Background: an optimization exercise with open tools, aiming at small area and a short achievable clock period. Do not read the settings as production practice.
RTL that was checked went through simulation tests only; none was proved equivalent to the original.

## mod
module mod (
    input logic clk,
    input logic reset,
    input logic [15:0] samp,
    output logic pull,
    output logic pdata
);
Size in the first run: roughly 100 flip-flops, ~7700 um^2 of cells after synthesis.
==> flow/config.mk <==
export PLATFORM = sky130hd
export DESIGN_NAME = mod
export DESIGN_NICKNAME = mod
export VERILOG_FILES = /design/flow/design.v
export SDC_FILE = /design/flow/constraint.sdc
export NUM_CORES = 4
export LEC_CHECK = 0
export ABC_AREA = 1
export CAP_MARGIN = 20
export CORE_MARGIN = 2
export CORE_UTILIZATION = 40
export SETUP_SLACK_MARGIN = 2.7
export SLEW_MARGIN = 20
==> flow/constraint.sdc <==
create_clock -name core_clock -period 5.2 [get_ports {clk}]
set_input_delay 1.0400 -clock core_clock [delete_from_list [all_inputs] [get_ports {clk}]]
set_output_delay 1.0400 -clock core_clock [all_outputs]
set_load 0.01 [all_outputs]
run.sh (not shown) runs the stock make flow with config.mk's settings and CLKGATE_MAP_FILE= SYNTH_SCRIPT=/design/flow/synth_recipe.tcl, a recipe that flattens the netlist after the stock synthesis.
The starting point produced a clean layout.
Rerun with:
Settings changed: ABC_AREA 1 to not set, SETUP_SLACK_MARGIN 2.7 to 2.5.
The new run produced a clean layout.
Cell count drops by about a fifth.
Register-to-register slack degrades by 0.30 ns.
Routed wire length drops by roughly a tenth.
Final area falls by a few percent.
Rerun with:
Settings changed: SETUP_SLACK_MARGIN 2.5 to not set.
Cell area drops by 5.8%.
Setup slack degrades by 1.3 ns.
Critical path depth drops by 3.

---

Setup of run A:
mod, a different RTL version from the one above (not shown whole).
Size: roughly 920 cells after synthesis, about 110 flip-flops, ~20 I/O pins, roughly 0.0066 mm^2 of cells after synthesis.
clock: 5.2 ns
lec_check: 0
abc_area: 1
cap_margin: 20
core_margin: 2
core_utilization: 40
setup_slack_margin: 3.2
slew_margin: 20
standard.sh (not shown) runs the stock make flow with config.mk's settings and CLKGATE_MAP_FILE= SYNTH_SCRIPT=/design/flow/synth_recipe.tcl, a recipe that flattens the netlist after the stock synthesis.
==> flow/flow/run.sh <==
#!/bin/bash
# The standard layout (the standard.sh), but without Yosys's full-adder
# extraction (ADDER_MAP_FILE empty): ABC then maps the adders itself, into
# faster gates than the fixed sky130 fa/ha cells. Registers are unchanged.
set -euo pipefail
bash standard.sh ADDER_MAP_FILE=  finish > standard_flow.log 2>&1
## Diff of input files: run B against run A
==> flow/flow/run.sh <==
#!/bin/bash
# The standard layout (the standard.sh), but without Yosys's full-adder
# extraction (ADDER_MAP_FILE empty): ABC then maps the adders itself, into
# faster gates than the fixed sky130 fa/ha cells. Registers are unchanged.
# The port buffers are the smallest buffer cell (buffer_ports -buffer_cell).
set -euo pipefail
bash standard.sh ADDER_MAP_FILE= 'BUFFER_PORTS_ARGS=-buffer_cell sky130_fd_sc_hd__buf_1'  finish > standard_flow.log 2>&1
-- flow/config.mk --
<<< run A, line 11
export CORE_UTILIZATION = 40
export SETUP_SLACK_MARGIN = 3.2
export SLEW_MARGIN = 20
>>> run B, line 11
export CORE_UTILIZATION = 40
export GPL_TIMING_DRIVEN = 0
export SETUP_SLACK_MARGIN = 2.9
export SLEW_MARGIN = 20
## What came out
Looking at synthesis-to-finish area growth, run B sits 9.6 points below run A.
Between run B and run A, worst setup timing slack at the placement stage is lower for run A, run B comes in above that.
Against run A, run B comes in 49 higher on number of fill cells.
On worst hold slack, run B and run A are neck and neck.
Compared to run A, run B has time the final worst path needs with I/O delays and setup 0.069 ns higher.
Sort run B and run A by proportion of layout cells with a drive suffix above 1, descending, and run A comes first.
On via count: between run B and run A, it ends up lower for run B.
The delay contributed by the slowest stage of the critical path of run A and that of run B are within noise of each other.
For run C, these inputs were changed with respect to run B:
-- flow/config.mk --
<<< run B, line 11
export CORE_UTILIZATION = 40
export GPL_TIMING_DRIVEN = 0
export SETUP_SLACK_MARGIN = 2.9
export SLEW_MARGIN = 20
>>> run C, line 11
export CORE_UTILIZATION = 40
export SETUP_SLACK_MARGIN = 3.1
export SLEW_MARGIN = 20
### Flow results
Run C -> run B: routed wire length flat
On non-clock buffer count: between run C and run B, it ends up lower for run B.
Summary of run C over run B: overall via count from detail_route closely matched the old numbers, layout overhead on the synthesized area climbed 4.0 points.
Going from run B to run C, first-iteration DRC count lower; post-layout instance count excluding filler cells higher.
### run C -> run D
==> flow/flow/run.sh <==
#!/bin/bash
# The standard layout (the standard.sh), but without Yosys's full-adder
# extraction (ADDER_MAP_FILE empty): ABC then maps the adders itself, into
# faster gates than the fixed sky130 fa/ha cells. Registers are unchanged.
set -euo pipefail
bash standard.sh ADDER_MAP_FILE=  finish > standard_flow.log 2>&1
-- flow/config.mk --
<<< run C, line 10
export CORE_MARGIN = 2
export CORE_UTILIZATION = 40
export SETUP_SLACK_MARGIN = 3.1
export SLEW_MARGIN = 20
>>> run D, line 10
export CORE_MARGIN = 2
export CORE_UTILIZATION = 50
export SETUP_SLACK_MARGIN = 2.9
export SLEW_MARGIN = 20
Notes after the runs:
- Going from run C to run D, the least setup slack across all paths after layout was found to have gone down by 0.12 ns.
- As of run D, met1 wire length had fallen slightly compared to run C.
- On signed area change from the synthesized netlist to the final layout: between run D and run C, it ends up lower for run D.
- Die area, run D and run C: larger value in run C

---

Another version of the RTL of mod (not shown whole).
Size in the first run: roughly 97 flip-flops, ~20 I/O pins.
export LEC_CHECK = 0
export CAP_MARGIN = 20
export CORE_MARGIN = 2
export CORE_UTILIZATION = 40
export SETUP_SLACK_MARGIN = 3.0
export SLEW_MARGIN = 20
create_clock -name core_clock -period 5.2 [get_ports {clk}]
run.sh (not shown) runs the stock make flow with config.mk's settings and CLKGATE_MAP_FILE= SYNTH_SCRIPT=/design/flow/synth_recipe.tcl, a recipe that flattens the netlist after the stock synthesis.
Stock flow here: none of the scripts above is used.
The starting point finished with timing, DRC and antenna clean.
==> next run, changes <==
SETUP_SLACK_MARGIN = 2.5   (was 3.0)
What happened: Register-to-register slack improved by 50 ps. Clock-buffer cell count goes down by 1. Non-clock buffer count goes down by 47. Wire length goes down by 10%.
==> next run, changes <==
SETUP_SLACK_MARGIN = 1.5   (was 2.5)
=> The changed run passed the timing, DRC and antenna checks. Cell area drops by 8.6%. Maximum frequency drops by about 11%. Setup slack degrades by 370 ps. Hold slack is about the same.
==> next run, changes <==
ABC_AREA = 1   (was not set)
SETUP_SLACK_MARGIN = 2.5   (was 1.5)
The changed run completed without violations.
Via count grows by 22%.
Final area grows by 13%.
Wire length grows by 22%.
Hold slack got worse by 4.3 ps.
First-iteration DRC count grows by 43%.
No functional check of the RTL was part of any run of this note.

---

Setup of north:
Another version of the RTL of mod (not shown whole).
Size: roughly 1100 cells after synthesis, ~110 flip-flops, roughly 20 I/O pins.
Settings: LEC_CHECK=0, ABC_AREA=1, CAP_MARGIN=20, CORE_MARGIN=2, CORE_UTILIZATION=40, SETUP_SLACK_MARGIN=3.0, SLEW_MARGIN=20; clock period 5.2 ns.
standard.sh (not shown) runs the stock make flow with config.mk's settings and CLKGATE_MAP_FILE= SYNTH_SCRIPT=/design/flow/synth_recipe.tcl, a recipe that flattens the netlist after the stock synthesis.
==> flow/flow/run.sh <==
#!/bin/bash
# The standard layout (the standard.sh), but without Yosys's full-adder
# extraction (ADDER_MAP_FILE empty): ABC then maps the adders itself, into
# faster gates than the fixed sky130 fa/ha cells. Registers are unchanged.
set -euo pipefail
bash standard.sh ADDER_MAP_FILE=  finish > standard_flow.log 2>&1
Having completed the whole flow, north delivered a layout that passed the timing, DRC and antenna checks.
Input changes introduced in south (baseline for comparison: north):
- changing CORE_UTILIZATION from 40 to 55
- changing SETUP_SLACK_MARGIN from 3.0 to 2.8
### Flow results
- The final layout from south, which completed every stage, passed the timing, DRC and antenna checks at the end of the flow.
- south reports its startpoint of the most critical setup path as q_out$_DFF_PP0_ while north reports q$_DFF_PP0_.
- south ended with less via count of the first global-routing pass than north.
- Diff north -> south: number of nets in the layout fell 36, half-perimeter wire length after detailed placement fell 4.4%, synthesized cell area about even.
Here is what was changed in the inputs of east compared with south.
- a change of CORE_UTILIZATION from 55 to 40
==> comparison <==
Looking at initial cell density of the core across east and south, the one that comes out higher is south.
| cell total after placement | lower: south |
south → east: final estimated routing congestion in global placement shows a reduction of 0.029, share of the clock period used by the worst path now sits at about the same level, clock skew saw a decrease.
Between east and south, fraction of area in multi-input gates is lower for east, south comes in above that.

---

Setup of build 68:
RTL: one of the versions met above, not the one the previous note started from.
For scale: ~920 cells after synthesis, ~6600 um2 of cells after synthesis.
Settings: LEC_CHECK=0, ABC_AREA=1, CAP_MARGIN=10, CORE_MARGIN=2, CORE_UTILIZATION=40, SETUP_SLACK_MARGIN=2.9, SLEW_MARGIN=10; clock period 5.2 ns.
Scripts as last shown in full above: flow/flow/run.sh
Build 68: no failed stages, no open violations at the end
Edits applied to the flow inputs when going from build 68 to build 59:
# build 68
export LEC_CHECK = 0
export ABC_AREA = 1
export CAP_MARGIN = 10
export CORE_MARGIN = 2
export CORE_UTILIZATION = 40
export SETUP_SLACK_MARGIN = 2.9
export SLEW_MARGIN = 10
create_clock -name core_clock -period 5.2 [get_ports {clk}]
# build 59
export LEC_CHECK = 0
export ABC_AREA = 1
export CAP_MARGIN = 20
export CORE_MARGIN = 2
export CORE_UTILIZATION = 40
export SETUP_SLACK_MARGIN = 2.9
export SLEW_MARGIN = 20
create_clock -name core_clock -period 5.2 [get_ports {clk}]
Results
- Comparing build 68 against build 59, there is no change at all in routed via count.
- Comparing build 68 against build 59, there is no change at all in number of well-tap cells placed.
- On non-clock buffer instance count of the final layout, build 59 and build 68 are basically level.
## Diff of input files: build 3 against build 59
# build 59
export LEC_CHECK = 0
export ABC_AREA = 1
export CAP_MARGIN = 20
export CORE_MARGIN = 2
export CORE_UTILIZATION = 40
export SETUP_SLACK_MARGIN = 2.9
export SLEW_MARGIN = 20
create_clock -name core_clock -period 5.2 [get_ports {clk}]
# build 3
export LEC_CHECK = 0
export ABC_AREA = 1
export CAP_MARGIN = 20
export CORE_MARGIN = 2
export CORE_UTILIZATION = 40
export GPL_TIMING_DRIVEN = 0
export SETUP_SLACK_MARGIN = 3.0
export SLEW_MARGIN = 20
create_clock -name core_clock -period 5.2 [get_ports {clk}]
==> flow/flow/run.sh <==
#!/bin/bash
# The standard layout (the standard.sh), but without Yosys's full-adder
# extraction (ADDER_MAP_FILE empty): ABC then maps the adders itself, into
# faster gates than the fixed sky130 fa/ha cells. Registers are unchanged.
# The port buffers are the smallest buffer cell (buffer_ports -buffer_cell).
set -euo pipefail
bash standard.sh ADDER_MAP_FILE= 'BUFFER_PORTS_ARGS=-buffer_cell sky130_fd_sc_hd__buf_1'  finish > standard_flow.log 2>&1
Build 3 completed every stage of the flow, and the final layout passed the timing, DRC and antenna checks.
Sort build 3 and build 59 by count of cell instances traversed by the critical path desc -> top: build 3
Going from build 59 to build 3, setup slack about even.
Clock-pin slew on the worst setup and hold paths: build 3 vs build 59 — no meaningful difference
Build 59 -> build 3: cell area increased slightly
Build 3 against build 59: maximum frequency shows no meaningful change, final cell count shows an increase of about 1.2%.
Relative to build 3, the following input files were edited for build 40:
# build 3
export LEC_CHECK = 0
export ABC_AREA = 1
export CAP_MARGIN = 20
export CORE_MARGIN = 2
export CORE_UTILIZATION = 40
export GPL_TIMING_DRIVEN = 0
export SETUP_SLACK_MARGIN = 3.0
export SLEW_MARGIN = 20
create_clock -name core_clock -period 5.2 [get_ports {clk}]
# build 40
export LEC_CHECK = 0
export ABC_AREA = 1
export CAP_MARGIN = 20
export CORE_MARGIN = 2
export CORE_UTILIZATION = 40
export GPL_ROUTABILITY_DRIVEN = 0
export SETUP_SLACK_MARGIN = 2.9
export SLEW_MARGIN = 20
create_clock -name core_clock -period 5.2 [get_ports {clk}]
==> comparison <==
Number of clock buffer instances in the layout: build 40 > build 3. [compare] base=build 3 new=build 40: routed length on met3 now smaller, post-route cell area now smaller.
Setup changes, build 40 to build 30
# build 40
export LEC_CHECK = 0
export ABC_AREA = 1
export CAP_MARGIN = 20
export CORE_MARGIN = 2
export CORE_UTILIZATION = 40
export GPL_ROUTABILITY_DRIVEN = 0
export SETUP_SLACK_MARGIN = 2.9
export SLEW_MARGIN = 20
create_clock -name core_clock -period 5.2 [get_ports {clk}]
# build 30
export LEC_CHECK = 0
export ABC_AREA = 1
export CAP_MARGIN = 20
export CORE_MARGIN = 2
export CORE_UTILIZATION = 40
export SETUP_SLACK_MARGIN = 2.8
export SLEW_MARGIN = 20
create_clock -name core_clock -period 5.2 [get_ports {clk}]
==> flow/flow/run.sh <==
#!/bin/bash
# The standard layout (the standard.sh), but without Yosys's full-adder
# extraction (ADDER_MAP_FILE empty): ABC then maps the adders itself, into
# faster gates than the fixed sky130 fa/ha cells. Registers are unchanged.
set -euo pipefail
bash standard.sh ADDER_MAP_FILE=  finish > standard_flow.log 2>&1
Results
- Compare build 30 and build 40 | first-pass GRT wire length lower: build 40
- Diff build 40 -> build 30: growth of design area from synthesis to finish essentially unchanged, depth of the critical timing path with buffers and inverters included decreased 12.
- The length in cells of the worst reg-to-reg path of build 30 falls short of that of build 40 by 2.
- Comparing build 30 and build 40, the lower global-route usage is on build 40.
- Comparing non-clock buffer count for build 30 and build 40, the smaller number came from build 30.

---

mod, a different RTL version from the one above (not shown whole).
Size: roughly 980 cells after synthesis, roughly 110 flip-flops.
==> flow/config.mk <==
export PLATFORM = sky130hd
export DESIGN_NAME = mod
export DESIGN_NICKNAME = mod
export VERILOG_FILES = /design/flow/design.v
export SDC_FILE = /design/flow/constraint.sdc
export NUM_CORES = 4
export LEC_CHECK = 0
export ABC_AREA = 1
export CAP_MARGIN = 20
export CORE_MARGIN = 2
export CORE_UTILIZATION = 40
export CTS_BUF_LIST = sky130_fd_sc_hd__clkbuf_8
export SETUP_SLACK_MARGIN = 3.0
export SLEW_MARGIN = 20
==> flow/constraint.sdc <==
create_clock -name core_clock -period 5.2 [get_ports {clk}]
set_input_delay 1.0400 -clock core_clock [delete_from_list [all_inputs] [get_ports {clk}]]
set_output_delay 1.0400 -clock core_clock [all_outputs]
set_load 0.01 [all_outputs]
==> flow/flow/run.sh <==
#!/bin/bash
# The standard layout (the standard.sh), but without Yosys's full-adder
# extraction (ADDER_MAP_FILE empty): ABC then maps the adders itself, into
# faster gates than the fixed sky130 fa/ha cells. Registers are unchanged.
set -euo pipefail
bash standard.sh ADDER_MAP_FILE=  finish > standard_flow.log 2>&1
The first run went through all stages and came out clean.
Edit:
CTS_BUF_LIST = unset   (was sky130_fd_sc_hd__clkbuf_8)
After rerunning:
- cell count fell by 0.95%
- clock-buffer cell count grows by 1
- core utilization came out lower by 0.40 points
- synthesized cell count is unchanged
- hold slack loses 0.0070 ns
- routed wire length falls by 2.9%
- via count went down by 0.75%
- worst setup slack gets worse by 0.024 ns

---

mod, a different RTL version from the one above (not shown whole).
Size: about 930 cells after synthesis, ~110 flip-flops, ~20 I/O pins.
clock: 5.2 ns
lec_check: 0
abc_area: 1
cap_margin: 20
core_margin: 2
core_utilization: 40
setup_slack_margin: 3.0
slew_margin: 20
==> flow/flow/run.sh <==
#!/bin/bash
# The standard layout (the standard.sh), but without Yosys's full-adder
# extraction (ADDER_MAP_FILE empty): ABC then maps the adders itself, into
# faster gates than the fixed sky130 fa/ha cells. Registers are unchanged.
# The port buffers are the smallest buffer cell (buffer_ports -buffer_cell).
set -euo pipefail
bash standard.sh ADDER_MAP_FILE= 'BUFFER_PORTS_ARGS=-buffer_cell sky130_fd_sc_hd__buf_1'  finish > standard_flow.log 2>&1
Rerun with:
==> flow/flow/run.sh (replaced) <==
#!/bin/bash
# The standard layout (the standard.sh), but without Yosys's full-adder
# extraction (ADDER_MAP_FILE empty): ABC then maps the adders itself, into
# faster gates than the fixed sky130 fa/ha cells. Registers are unchanged.
set -euo pipefail
bash standard.sh ADDER_MAP_FILE=  finish > standard_flow.log 2>&1
Settings changed: SETUP_SLACK_MARGIN 3.0 to 2.9.
Synthesized area stays the same.
Synthesized cell count stays the same.
Clock-buffer cell count does not change.
Flip-flop and latch count stays the same.
Rerun with:
Settings changed: SETUP_SLACK_MARGIN 2.9 to 3.1.
Worst setup slack improves by 0.054 ns; fmax goes up by 2.6%; clock skew stays flat; clock-buffer cell count is unchanged; critical path depth went up by 12.
Rerun with:
Settings changed: SETUP_SLACK_MARGIN 3.1 to 3.0.
Cell area fell by 3.7%.
Wire length falls by 5.7%.
Clock-buffer cell count is unchanged.
Global-route usage goes down by 0.16 points.
Function was not checked in any run of this note: the RTL went through the layout flow alone.

==> afterwards: timing with drivers on the ports <==
In the flow no input, the clock included, has a driving cell. The finished layouts below were timed again as built, in two steps. Step 1 (the two cells are an assumption about what drives the block):
set clk [get_ports {clk}]
set_driving_cell -lib_cell sky130_fd_sc_hd__clkbuf_16 $clk
set_driving_cell -lib_cell sky130_fd_sc_hd__buf_2 [delete_from_list [all_inputs] $clk]
Step 2 times the ports against the registers' clock, not the clock port: input delays grow and output delays shrink by t, the midpoint of the rising clock arrivals with the driver on. a / b / c = ideal ports / drivers / drivers and shift; a / b = the first two.
run	shift t [ns]	setup slack, ns	worst hold slack (ns)	latest minus earliest clock arrival (ns)	worst register clock-pin slew, ns
the first run of note 1	0.399	2.593 / 2.549 / 2.719	0.490 / 0.490 / 0.490	0.012 / 0.012	0.08 / 0.08
the second run of note 1	0.400	2.417 / 2.417 / 2.417	0.489 / 0.489 / 0.489	0.015 / 0.015	0.08 / 0.08
the third run of note 1	0.398	1.118 / 1.074 / 1.472	0.471 / 0.471 / 0.471	0.013 / 0.013	0.08 / 0.08
run A	0.388	3.191 / 3.149 / 2.997	0.490 / 0.490 / 0.490	0.008 / 0.008	0.07 / 0.07
run B	0.397	3.122 / 3.100 / 3.122	0.492 / 0.492 / 0.492	0.014 / 0.013	0.08 / 0.08
run C	0.402	3.159 / 3.117 / 3.189	0.486 / 0.486 / 0.486	0.014 / 0.013	0.08 / 0.08
run D	0.396	3.037 / 2.995 / 2.983	0.490 / 0.490 / 0.490	0.010 / 0.011	0.08 / 0.08
the first run of note 3	0.393	2.229 / 2.229 / 2.229	0.474 / 0.474 / 0.474	0.008 / 0.008	0.07 / 0.07
the second run of note 3	0.396	2.282 / 2.282 / 2.282	0.474 / 0.474 / 0.474	0.009 / 0.009	0.07 / 0.07
the third run of note 3	0.392	1.909 / 1.908 / 1.908	0.475 / 0.475 / 0.475	0.008 / 0.008	0.07 / 0.07
the fourth run of note 3	0.397	2.482 / 2.439 / 2.573	0.471 / 0.471 / 0.471	0.014 / 0.013	0.08 / 0.08
north	0.403	3.022 / 3.009 / 2.970	0.488 / 0.488 / 0.488	0.013 / 0.012	0.08 / 0.08
south	0.397	2.875 / 2.834 / 2.974	0.488 / 0.488 / 0.488	0.015 / 0.015	0.08 / 0.08
east	0.399	2.870 / 2.827 / 2.710	0.488 / 0.488 / 0.488	0.010 / 0.010	0.08 / 0.08
build 68	0.384	3.044 / 3.004 / 2.877	0.489 / 0.489 / 0.489	0.007 / 0.007	0.07 / 0.07
build 59	0.384	3.044 / 3.004 / 2.877	0.489 / 0.489 / 0.489	0.007 / 0.007	0.07 / 0.07
build 3	0.396	3.045 / 3.045 / 3.045	0.492 / 0.492 / 0.492	0.013 / 0.014	0.08 / 0.08
build 40	0.399	3.080 / 3.080 / 3.080	0.486 / 0.486 / 0.486	0.013 / 0.013	0.08 / 0.08
build 30	0.383	2.892 / 2.852 / 2.878	0.489 / 0.489 / 0.489	0.008 / 0.008	0.07 / 0.07
the first run of note 6	0.421	3.075 / 3.038 / 2.967	0.494 / 0.493 / 0.493	0.011 / 0.011	0.11 / 0.11
the second run of note 6	0.394	3.051 / 3.009 / 2.964	0.487 / 0.487 / 0.487	0.010 / 0.010	0.08 / 0.08
the first run of note 7	0.393	3.002 / 3.002 / 2.958	0.486 / 0.486 / 0.486	0.011 / 0.010	0.08 / 0.08
the second run of note 7	0.394	3.033 / 2.992 / 2.741	0.480 / 0.480 / 0.480	0.010 / 0.010	0.08 / 0.08
the third run of note 7	0.396	3.087 / 3.087 / 2.929	0.480 / 0.480 / 0.480	0.012 / 0.012	0.08 / 0.08
the fourth run of note 7	0.395	3.061 / 3.021 / 2.916	0.478 / 0.478 / 0.478	0.010 / 0.010	0.08 / 0.08
After both steps every run listed still meets setup and hold. The setup slack of the second run of note 7, which loses most, moves by -0.041 ns with the drivers and by -0.292 ns with both steps. Setup slack includes reset recovery checks.
